This is an optimization exercise on Yosys and OpenROAD, whose aim is small area, a short achievable clock period and few clock cycles, not a production implementation.
In this exercise RTL edits were held to simulation tests only and were not proved equivalent to the original.
No activity file was given, so power comes from the tool's default toggle rates.

// CHIP
module CHIP (	mem_read_D,
				mem_write_D,
				mem_addr_D,
				mem_rdata_D,
				mem_wdata_D,
				mem_ready_D,
				mem_read_I,
				mem_write_I,
				mem_addr_I,
				mem_rdata_I,
				mem_wdata_I,
				mem_ready_I,
				clk,
				rst_n,
				DCACHE_addr,
				DCACHE_wdata,
				DCACHE_wen
				);
==> flow/config.mk <==
export PLATFORM = sky130hd
export DESIGN_NAME = CHIP
export DESIGN_NICKNAME = CHIP
export VERILOG_FILES = /design/flow/design.v
export SDC_FILE = /design/flow/constraint.sdc
export NUM_CORES = 8
export LEC_CHECK = 0
export CAP_MARGIN = 20
export CORE_MARGIN = 2
export CORE_UTILIZATION = 60
export CTS_BUF_LIST = sky130_fd_sc_hd__clkbuf_16
export CTS_CLUSTER_DIAMETER = 80
export CTS_CLUSTER_SIZE = 20
export SLEW_MARGIN = 20
export TNS_END_PERCENT = 20
==> flow/constraint.sdc <==
create_clock -name core_clock -period 12.0 [get_ports {clk}]
set_input_delay 2.4000 -clock core_clock [delete_from_list [all_inputs] [get_ports {clk}]]
set_output_delay 2.4000 -clock core_clock [all_outputs]
set_load 0.01 [all_outputs]
standard.sh (not shown) runs the stock make flow with config.mk's settings and CLKGATE_MAP_FILE= SYNTH_SCRIPT=/design/flow/synth_recipe.tcl, a recipe that flattens the netlist after the stock synthesis.
==> flow/flow/run.sh <==
#!/bin/bash
# Layout flow: the standard ORFS flow (standard.sh, standard synthesis
# unchanged; config.mk's settings come in through config.mk), with three
# layout settings changed:
#  - timing repair aims for 8.3 ns of setup slack, so it keeps sizing and
#    buffering the critical paths well below the 12 ns clock period;
#  - cell sizing may swap cells of any footprint (the platform default only
#    allows swaps between cells of the same footprint);
#  - the port buffers are sky130_fd_sc_hd__buf_2 instead of delay buffers.
# make's full output goes to flow_make.log; every ORFS step also keeps its own
# log under orfs/logs/.
set -euo pipefail
cd "$(dirname "$0")/.."
bash standard.sh \
  SETUP_SLACK_MARGIN=8.3 \
  MATCH_CELL_FOOTPRINT=0 \
  "BUFFER_PORTS_ARGS=-buffer_cell sky130_fd_sc_hd__buf_2" \
  finish > flow_make.log 2>&1
Testbench counts at the start, summed over its fixed seeds: cycles 76,912.
Next try:
--- a/flow/design.v
+++ b/flow/design.v
@@ -45,20 +45,21 @@
 reg  [31:0] ex_b;              
 reg         ex_sub;            
 reg         ex_s_add, ex_s_and, ex_s_or, ex_s_xor, ex_s_nor, ex_s_sll, ex_s_srl,
             ex_s_slt, ex_s_link;
 reg  [13:0] ex_pc4;
 reg  [13:0] ex_bt;             
 reg  [13:0] ex_im;             
 reg         ex_big;            
 reg         w_wr;
 reg  [4:0]  w_rd;
+reg  [31:0] w_we;              
 reg  [31:0] w_d;               
 reg  [13:2] w_addr;            
 reg  [31:0] w_sd;              
 reg         st_q;              
 reg  [31:0] rf [0:31];
 reg  [31:0] rf_ok;             
 reg  [31:0] rf_big;            
 wire        w_big = |w_d[31:5];
 wire        dstall;            
 wire        lu;                
@@ -453,20 +454,21 @@
 assign      redir = ex_taken & ~dstall;
 wire        id_hold = dstall | lu;
 always @(posedge clk or negedge rst_n) begin
 	if (~rst_n) begin
 		pc <= 14'd0;
 		id_v <= 1'b0;
 		ex_wr <= 1'b0; ex_ld <= 1'b0; ex_st <= 1'b0; ex_beq <= 1'b0; ex_jr <= 1'b0;
 		id_rp <= 1'b0; ex_rp <= 1'b0;
 		ras <= 14'd0;
 		w_wr <= 1'b0;
+		w_we <= 32'd0;
 		st_q <= 1'b0;
 		rf_ok <= 32'd0;
 	end else begin
 		if (redir) begin
 			pc <= ex_tgt;
 			id_v <= 1'b0;
 		end else if (~id_hold) begin
 			if (if_hit) begin
 				pc <= if_j ? {if_ins[11:0], 2'b00} : if_ret ? ras : if_fold ? {if_nx[11:0], 2'b00} : pc4;
 				id_v <= 1'b1;
@@ -482,23 +484,23 @@
 			end else begin
 				ex_wr <= d_wr;
 				ex_ld <= id_v & is_lw;
 				ex_st <= id_v & is_sw;
 				ex_beq <= id_v & is_beq;
 				ex_jr <= id_v & is_jr;
 				ex_rp <= id_rp;
 			end
 		end
 		w_wr <= ~dstall & ex_wr;
+		w_we <= {32{~dstall & ex_wr}} & (32'd1 << ex_rd);
 		st_q <= ~dstall & ex_st;
-		if (w_wr)
-			rf_ok[w_rd] <= 1'b1;
+		rf_ok <= rf_ok | w_we;
 	end
 end
 always @(posedge clk) begin
 	if (~id_hold & ~redir & if_hit) begin
 		id_ins <= if_ins;
 		id_pc4 <= if_ret ? ras : pc4;
 	end
 	if (~dstall) begin
 		ex_rd <= d_rd;
 		ex_a <= ({32{fwd_a}} & ex_res_c) | ({32{~fwd_a}} & rf_a);
@@ -515,16 +517,17 @@
 		ex_s_link <= f_link;
 		ex_pc4 <= id_pc4;
 		ex_bt <= id_pc4 + {id_ins[11:0], 2'b00};
 		ex_im <= id_ins[13:0];
 		ex_big <= byp_b ? w_big : ok_b & |(id_rt_oh & rf_big);
 	end
 	w_rd <= ex_rd;
 	w_d <= ex_res;
 	w_addr <= m_sum[13:2];
 	w_sd <= ex_b;
-	if (w_wr) begin
-		rf[w_rd] <= w_d;
-		rf_big[w_rd] <= w_big;
-	end
+	for (i = 0; i < 32; i = i + 1)
+		if (w_we[i]) begin
+			rf[i] <= w_d;
+			rf_big[i] <= w_big;
+		end
 end
 endmodule
Wire length climbs by about 0.7%.
Total power drops by about 0.45%.
Die area is about the same.
Cell area is about the same.
Fmax drops by 2.2%.
Synthesized area stays flat.
Via count drops by 0.42%.
Count of clock-buffer cells in the layout climbs by 3.
Non-clock buffer count drops by 48.
Global-route usage climbs by 0.66 points.
Core utilization is about the same.
Synthesized cell count drops by 0.95%.
Clock skew climbs by 0.0084 ns.
First-iteration DRC count drops by about 3%.
Testbench counts after the change, summed over its fixed seeds: cycles 76,912.

## v6
CHIP, a different RTL version from the one above (not shown whole).
Size in the first run: roughly 9300 cells after synthesis, ~2700 flip-flops, ~640 I/O pins.
==> flow/design.v (excerpt) <==
module CHIP (	mem_read_D,
				mem_write_D,
				mem_addr_D,
				mem_rdata_D,
				mem_wdata_D,
				mem_ready_D,
				mem_read_I,
				mem_write_I,
				mem_addr_I,
				mem_rdata_I,
				mem_wdata_I,
				mem_ready_I,
				clk,
				rst_n,
				DCACHE_addr,
				DCACHE_wdata,
				DCACHE_wen
				);
clock: 12.0 ns
lec_check: 0
cap_margin: 20
core_margin: 2
core_utilization: 60
cts_buf_list: sky130_fd_sc_hd__clkbuf_16
cts_cluster_diameter: 80
cts_cluster_size: 20
slew_margin: 20
tns_end_percent: 20
==> flow/flow/run.sh <==
#!/bin/bash
# Layout flow: the standard ORFS flow (standard.sh, standard synthesis
# unchanged; config.mk's settings come in through config.mk), with three
# layout settings changed:
#  - timing repair aims for 8 ns of setup slack, so it keeps sizing and
#    buffering the critical paths well below the 12 ns clock period;
#  - cell sizing may swap cells of any footprint (the platform default only
#    allows swaps between cells of the same footprint);
#  - the port buffers are sky130_fd_sc_hd__buf_2 instead of delay buffers.
# make's full output goes to flow_make.log; every ORFS step also keeps its own
# log under orfs/logs/.
set -euo pipefail
cd "$(dirname "$0")/.."
bash standard.sh \
  SETUP_SLACK_MARGIN=8.0 \
  MATCH_CELL_FOOTPRINT=0 \
  "BUFFER_PORTS_ARGS=-buffer_cell sky130_fd_sc_hd__buf_2" \
  finish > flow_make.log 2>&1
v6 finished all stages; the layout is clean.
Testbench counts of v6, summed over its fixed seeds: cycles 76,391.
For v7, these inputs were changed with respect to v6:
--- a/flow/design.v
+++ b/flow/design.v
@@ -34,12 +34,13 @@
 output			DCACHE_wen;
 integer i, j;
 reg  [13:0] pc;
 reg         id_v;              
 reg  [31:0] id_ins;
 reg  [13:0] id_pc4;
+reg  [31:0] id_rs_oh, id_rt_oh;  
 reg         ex_wr, ex_ld, ex_st, ex_beq, ex_jr;
 reg         id_rp, ex_rp;      
 reg  [13:0] ras;               
 reg  [4:0]  ex_rd;
 reg  [31:0] ex_a;              
 reg  [31:0] ex_b;              
@@ -186,12 +187,13 @@
 reg  [DN-1:0] f_oh;                
 reg         f_st;                  
 reg  [1:0]  f_word;
 reg  [31:0] f_data;
 reg         f_ld;                  
 reg         f_arm;                 
+reg         d_req_q;               
 wire [9:0]  m_line = ex_addr[13:4];
 wire [1:0]  m_word = ex_addr[3:2];
 wire [9:0]  ex_nline = m_line + 10'd1;  
 wire        m_mem = ex_ld | ex_st;
 reg  [DN-1:0] dh, dnh, v_oh;
 reg  [DNB-1:0] h_age;
@@ -216,14 +218,14 @@
 		if (~v_found & (dc_age[i] == DN - 1) & ~dh[i]) begin v_oh[i] = 1'b1; v_found = 1'b1; end
 	for (i = 0; i < DN; i = i + 1)
 		if (~v_found & (dc_age[i] == DN - 2)) begin v_oh[i] = 1'b1; v_found = 1'b1; end
 	v_line = 128'd0;
 	v_tag = 10'd0;
 	for (i = 0; i < DN; i = i + 1) begin
-		v_line = v_line | ({128{v_oh[i]}} & {dc_data[i*4+3], dc_data[i*4+2], dc_data[i*4+1], dc_data[i*4]});
-		v_tag = v_tag | ({10{v_oh[i]}} & dc_tag[i]);
+		v_line = v_line | ({128{f_oh[i]}} & {dc_data[i*4+3], dc_data[i*4+2], dc_data[i*4+1], dc_data[i*4]});
+		v_tag = v_tag | ({10{f_oh[i]}} & dc_tag[i]);
 	end
 end
 wire        dc_hit_w = |dh;
 wire        dc_hit = dc_hit_w;
 wire        dc_vdirty = |(v_oh & dc_val & dc_dirty);
 wire        d_acc = (dq_rd | dq_wr) & (~db_busy | mem_ready_D);
@@ -275,13 +277,15 @@
 		dq_wr <= 1'b0;
 		wb_pend <= 1'b0;
 		db_busy <= 1'b0;
 		f_pend <= 1'b0;
 		f_ld <= 1'b0;
 		f_arm <= 1'b0;
+		d_req_q <= 1'b0;
 	end else begin
+		d_req_q <= d_req;
 		if (d_acc & dq_rd & f_ld)
 			f_arm <= 1'b1;
 		else if (mem_ready_D)
 			f_arm <= 1'b0;
 		if (d_req) begin
 			dq_rd <= 1'b1;
@@ -313,23 +317,25 @@
 			end
 	end
 end
 always @(posedge clk) begin
 	if (d_acc)
 		db_rd <= dq_rd;
-	if (d_req) begin
-		dq_line <= d_issue ? m_line : ex_nline;
+	if (d_req_q) begin
 		dq_wdata <= v_line;
 		wb_line <= v_tag;
+	end
+	if (d_req) begin
+		dq_line <= d_issue ? m_line : ex_nline;
 		f_line <= d_issue ? m_line : ex_nline;
 		f_oh <= v_oh;
 		f_st <= d_issue & ex_st;
 		f_word <= m_word;
 		f_data <= ex_b;
 	end else if (d_acc)
-		dq_line <= wb_line;
+		dq_line <= d_req_q ? v_tag : wb_line;
 	for (i = 0; i < DN*4; i = i + 1)
 		if (dw_en[i])
 			dc_data[i] <= dw_st[i] ? dw_sd[i / 4] : mem_rdata_D[32*(i % 4) +: 32];
 	for (i = 0; i < DN; i = i + 1)
 		if (d_fill & f_oh[i])
 			dc_tag[i] <= f_line;
@@ -368,14 +374,14 @@
 wire        f_slt  = (is_r & (fn == 6'h2A)) | (op == 6'h0A);
 wire        f_link = is_jal | is_jalr;
 wire        id_sub = f_sub | f_slt;
 wire        f_add  = ~(f_sub | f_and | f_or | f_xor | f_nor | f_sll | f_srl | f_slt | f_link | is_lw);
 wire        byp_a = w_wr & (w_rd == rs);
 wire        byp_b = w_wr & (w_rd == rt);
-wire [31:0] rs_oh = (32'd1 << rs) & rf_ok;
-wire [31:0] rt_oh = (32'd1 << rt) & rf_ok;
+wire [31:0] rs_oh = id_rs_oh & rf_ok;
+wire [31:0] rt_oh = id_rt_oh & rf_ok;
 reg  [31:0] rf_ra, rf_rb;
 always @(*) begin
 	rf_ra = 32'd0;
 	rf_rb = 32'd0;
 	for (i = 0; i < 32; i = i + 1) begin
 		rf_ra = rf_ra | ({32{rs_oh[i]}} & rf[i]);
@@ -469,12 +475,14 @@
 			rf_ok[w_rd] <= 1'b1;
 	end
 end
 always @(posedge clk) begin
 	if (~id_hold & ~redir & if_hit) begin
 		id_ins <= if_ins;
+		id_rs_oh <= 32'd1 << if_ins[25:21];
+		id_rt_oh <= 32'd1 << if_ins[20:16];
 		id_pc4 <= if_ret ? ras : pc4;
 	end
 	if (~dstall) begin
 		ex_rd <= d_rd;
 		ex_a <= ({32{fwd_a}} & ex_res_c) | ({32{~fwd_a}} & rf_a);
 		ex_b <= ({32{use_imm}} & id_imm) | ({32{~use_imm & fwd_b}} & ex_res_c) | ({32{~use_imm & ~fwd_b}} & rf_b);
==> comparison <==
v7: full flow OK, the timing, DRC and antenna checks passed
Going from v6 to v7, global-route usage shrinks by 2.8 points.
Compared v7 vs v6, and fmax is up in v7.
In the final design statistics, v7 uses fewer standard cells in total than v6.
| combinational share of power | v7 vs v6 | 7.0 points higher |
Changes observed in v7 relative to v6: worst setup slack rose by 0.45 ns, post-route fraction of the period consumed by the critical path fell by 3.8 points, synthesis-to-layout area growth fell by 3.2 points, cell count after synthesis fell by about 1%.
Testbench counts of v7, summed over its fixed seeds: cycles 76,391.

Setup of job 101:
Another version of the RTL of CHIP (not shown whole).
For scale: roughly 640 I/O pins, ~120000 sq um of cells after synthesis.
Design CHIP, start of the top module:
module CHIP (	mem_read_D,
				mem_write_D,
				mem_addr_D,
				mem_rdata_D,
				mem_wdata_D,
				mem_ready_D,
				mem_read_I,
				mem_write_I,
				mem_addr_I,
				mem_rdata_I,
				mem_wdata_I,
				mem_ready_I,
				clk,
				rst_n,
				DCACHE_addr,
				DCACHE_wdata,
				DCACHE_wen
				);
output			mem_read_I;
output			mem_write_I;
output	[31:4]	mem_addr_I;
input	[127:0]	mem_rdata_I;
output	[127:0]	mem_wdata_I;
input			mem_ready_I;
output			mem_read_D;
output			mem_write_D;
output	[31:4]	mem_addr_D;
input	[127:0]	mem_rdata_D;
output	[127:0]	mem_wdata_D;
input			mem_ready_D;
input			clk, rst_n;
output	[29:0]	DCACHE_addr;
output	[31:0]	DCACHE_wdata;
output			DCACHE_wen;
integer i, j;
reg  [13:0] pc;
reg         id_v;              
reg  [31:0] id_ins;
reg  [13:0] id_pc4;
reg         ex_wr, ex_ld, ex_st, ex_beq, ex_jr;
reg         id_rp, ex_rp;      
reg  [13:0] ras;               
reg  [4:0]  ex_rd;
  ...
Settings: LEC_CHECK=0, CAP_MARGIN=20, CORE_MARGIN=2, CORE_UTILIZATION=60, CTS_BUF_LIST=sky130_fd_sc_hd__clkbuf_16, CTS_CLUSTER_DIAMETER=80, CTS_CLUSTER_SIZE=20, SLEW_MARGIN=20, TNS_END_PERCENT=20; clock period 12.0 ns.
Scripts as last shown in full above: flow/flow/run.sh
Testbench counts of job 101, summed over its fixed seeds: cycles 76,912.
## Diff of input files: job 102 against job 101
-- flow/design.v --
<<< job 101, line 59
reg  [31:0] rf [0:31];
reg  [31:0] rf_ok;             
wire        dstall;            
wire        lu;                
wire        redir;             
reg  [127:0] ic_data [0:5];        
reg  [8:0]  ic_tag [0:5];
reg  [5:0]  ic_val;
>>> job 102, line 59
reg  [31:0] rf [0:31];
reg  [31:0] rf_ok;             
reg  [31:0] rf_big;            
wire        w_big = |w_d[31:5];
wire        dstall;            
wire        lu;                
wire        redir;             
reg  [127:0] ic_data [0:5];        
reg  [7:0]  ic_pd [0:5];           
reg  [8:0]  ic_tag [0:5];
reg  [5:0]  ic_val;
<<< job 101, line 77
reg  [5:0]  iv_old;
reg  [31:0] if_ins;
reg  [17:0] if_nx;                 
always @(*) begin
	for (i = 0; i < 6; i = i + 1) begin
>>> job 102, line 80
reg  [5:0]  iv_old;
reg  [31:0] if_ins;
reg  [11:0] if_nx;                 
reg  [1:0]  if_pd, if_pdn;         
always @(*) begin
	for (i = 0; i < 6; i = i + 1) begin
<<< job 101, line 97
	end
	if_ins = 32'd0;
	if_nx = 18'd0;
	for (i = 0; i < 6; i = i + 1)
		for (j = 0; j < 4; j = j + 1) begin
			if_ins = if_ins | ({32{ih[i] & (pc[3:2] == j)}} & ic_data[i][32*j +: 32]);
			if (j < 3)
				if_nx = if_nx | ({18{ih[i] & (pc[3:2] == j)}} & {ic_data[i][32*j+63 -: 6], ic_data[i][32*j+43 -: 12]});
		end
end
>>> job 102, line 101
	end
	if_ins = 32'd0;
	if_nx = 12'd0;
	if_pd = 2'd0;
	if_pdn = 2'd0;
	for (i = 0; i < 6; i = i + 1)
		for (j = 0; j < 4; j = j + 1) begin
			if_ins = if_ins | ({32{ih[i] & (pc[3:2] == j)}} & ic_data[i][32*j +: 32]);
			if (j < 3)
				if_nx = if_nx | ({12{ih[i] & (pc[3:2] == j)}} & ic_data[i][32*j+43 -: 12]);
			if_pd = if_pd | ({2{ih[i] & (pc[3:2] == j)}} & ic_pd[i][2*j +: 2]);
			if (j < 3)
				if_pdn = if_pdn | ({2{ih[i] & (pc[3:2] == j)}} & ic_pd[i][2*j+2 +: 2]);
		end
end
<<< job 101, line 128
end
wire        iu_set = i_acc_q ? ib_line[0] : pc_line[0];
always @(posedge clk or negedge rst_n) begin
	if (~rst_n) begin
>>> job 102, line 137
end
wire        iu_set = i_acc_q ? ib_line[0] : pc_line[0];
reg  [7:0]  pd_fill;
integer pw;
always @(*)
	for (pw = 0; pw < 4; pw = pw + 1)
		pd_fill[2*pw +: 2] = (mem_rdata_I[32*pw+26 +: 6] == 6'h02) ? 2'd1 :
		                     (mem_rdata_I[32*pw+26 +: 6] == 6'h03) ? 2'd2 :
		                     ((mem_rdata_I[32*pw+26 +: 6] == 6'h00) & (mem_rdata_I[32*pw +: 6] == 6'h08) &
		                      (mem_rdata_I[32*pw+21 +: 5] == 5'd31)) ? 2'd3 : 2'd0;
always @(posedge clk or negedge rst_n) begin
	if (~rst_n) begin
<<< job 101, line 164
		if (i_acc & iv[i])
			ic_tag[i] <= iq_line[9:1];
		if (ib_busy & iv_q[i])
			ic_data[i] <= mem_rdata_I;
	end
end
>>> job 102, line 181
		if (i_acc & iv[i])
			ic_tag[i] <= iq_line[9:1];
		if (ib_busy & iv_q[i]) begin
			ic_data[i] <= mem_rdata_I;
			ic_pd[i] <= pd_fill;
		end
	end
end
<<< job 101, line 344
assign DCACHE_addr = {18'd0, w_addr};
assign DCACHE_wdata = w_sd;
wire        if_j = (if_ins[31:26] == 6'h02) | (if_ins[31:26] == 6'h03);
wire        if_fold = (pc[3:2] != 2'd3) & (if_nx[17:12] == 6'h02);
wire        if_link = (if_ins[31:26] == 6'h03) | ((if_ins[31:26] == 6'h00) & (if_ins[5:0] == 6'h09));
wire        if_ret = (if_ins[31:26] == 6'h00) & (if_ins[5:0] == 6'h08) & (if_ins[25:21] == 5'd31);
wire [13:0] pc4 = pc + 14'd4;
wire [5:0]  op = id_ins[31:26];
>>> job 102, line 363
assign DCACHE_addr = {18'd0, w_addr};
assign DCACHE_wdata = w_sd;
wire        if_j = if_pd[0] ^ if_pd[1];
wire        if_fold = (pc[3:2] != 2'd3) & (if_pdn == 2'd1);
wire        if_link = (if_ins[31:26] == 6'h03) | ((if_ins[31:26] == 6'h00) & (if_ins[5:0] == 6'h09));
wire        if_ret = (if_pd == 2'd3);
wire [13:0] pc4 = pc + 14'd4;
wire [5:0]  op = id_ins[31:26];
<<< job 101, line 498
		ex_bt <= id_pc4 + {id_ins[11:0], 2'b00};
		ex_im <= id_ins[13:0];
		ex_big <= |rf_b[31:5];
	end
	w_rd <= ex_rd;
>>> job 102, line 517
		ex_bt <= id_pc4 + {id_ins[11:0], 2'b00};
		ex_im <= id_ins[13:0];
		ex_big <= byp_b ? w_big : ok_b & |(id_rt_oh & rf_big);
	end
	w_rd <= ex_rd;
<<< job 101, line 504
	w_addr <= m_sum[13:2];
	w_sd <= ex_b;
	if (w_wr)
		rf[w_rd] <= w_d;
end
endmodule
>>> job 102, line 523
	w_addr <= m_sum[13:2];
	w_sd <= ex_b;
	if (w_wr) begin
		rf[w_rd] <= w_d;
		rf_big[w_rd] <= w_big;
	end
end
endmodule
Results
- Setup slack in job 102 is larger than in job 101.
- Sum of buffers and inverters on the critical path for job 102 is lower than for job 101.
- Post-layout instance count excluding filler cells for job 102: about 1.2% up relative to job 101
- There was hardly any difference in global routing usage on met2 between job 101 and job 102.
- Job 102: detailed-route wire length lower than job 101
- Looking only at met3 layer usage reported by global route, and setting everything else aside, the lower value of job 102 and job 101 goes to job 102.
- On first-iteration DRC count, job 102 tracks job 101 almost exactly.
- Compared with job 101, multi-input logic cell count in job 102 increased by a few percent.
Testbench counts of job 102, summed over its fixed seeds: cycles 76,912.

re-timing with driven ports:
In the flow no input, the clock included, has a driving cell. The finished layouts below were timed again as built, in two steps. Step 1: set_driving_cell puts a clkbuf_16 on clk and a buf_2 on each other input, an assumption about the parent block. Step 2 also shifts input and output timing later by t, the mid clock arrival at the registers, as if the neighbouring blocks saw the same clock. Three values: ideal, step 1, step 2; two values: the first two.
run | t (ns) | slack for setup (ns) | cell pins on the clock port's net
the first run of note 1 | 0.972 | 7.997 / 7.917 / 7.386 | 1
the second run of note 1 | 0.967 | 7.908 / 7.881 / 7.385 | 1
v6 | 0.985 | 7.190 / 7.190 / 7.190 | 1
v7 | 0.958 | 7.644 / 7.644 / 7.217 | 1
job 101 | 0.950 | 7.636 / 7.636 / 7.501 | 1
job 102 | 0.971 | 7.778 / 7.778 / 7.312 | 1
After both steps setup and hold are still met in every run listed. For the first run of note 1, which loses most, drivers alone change the setup slack by -0.080 ns; drivers and shift together by -0.611 ns.
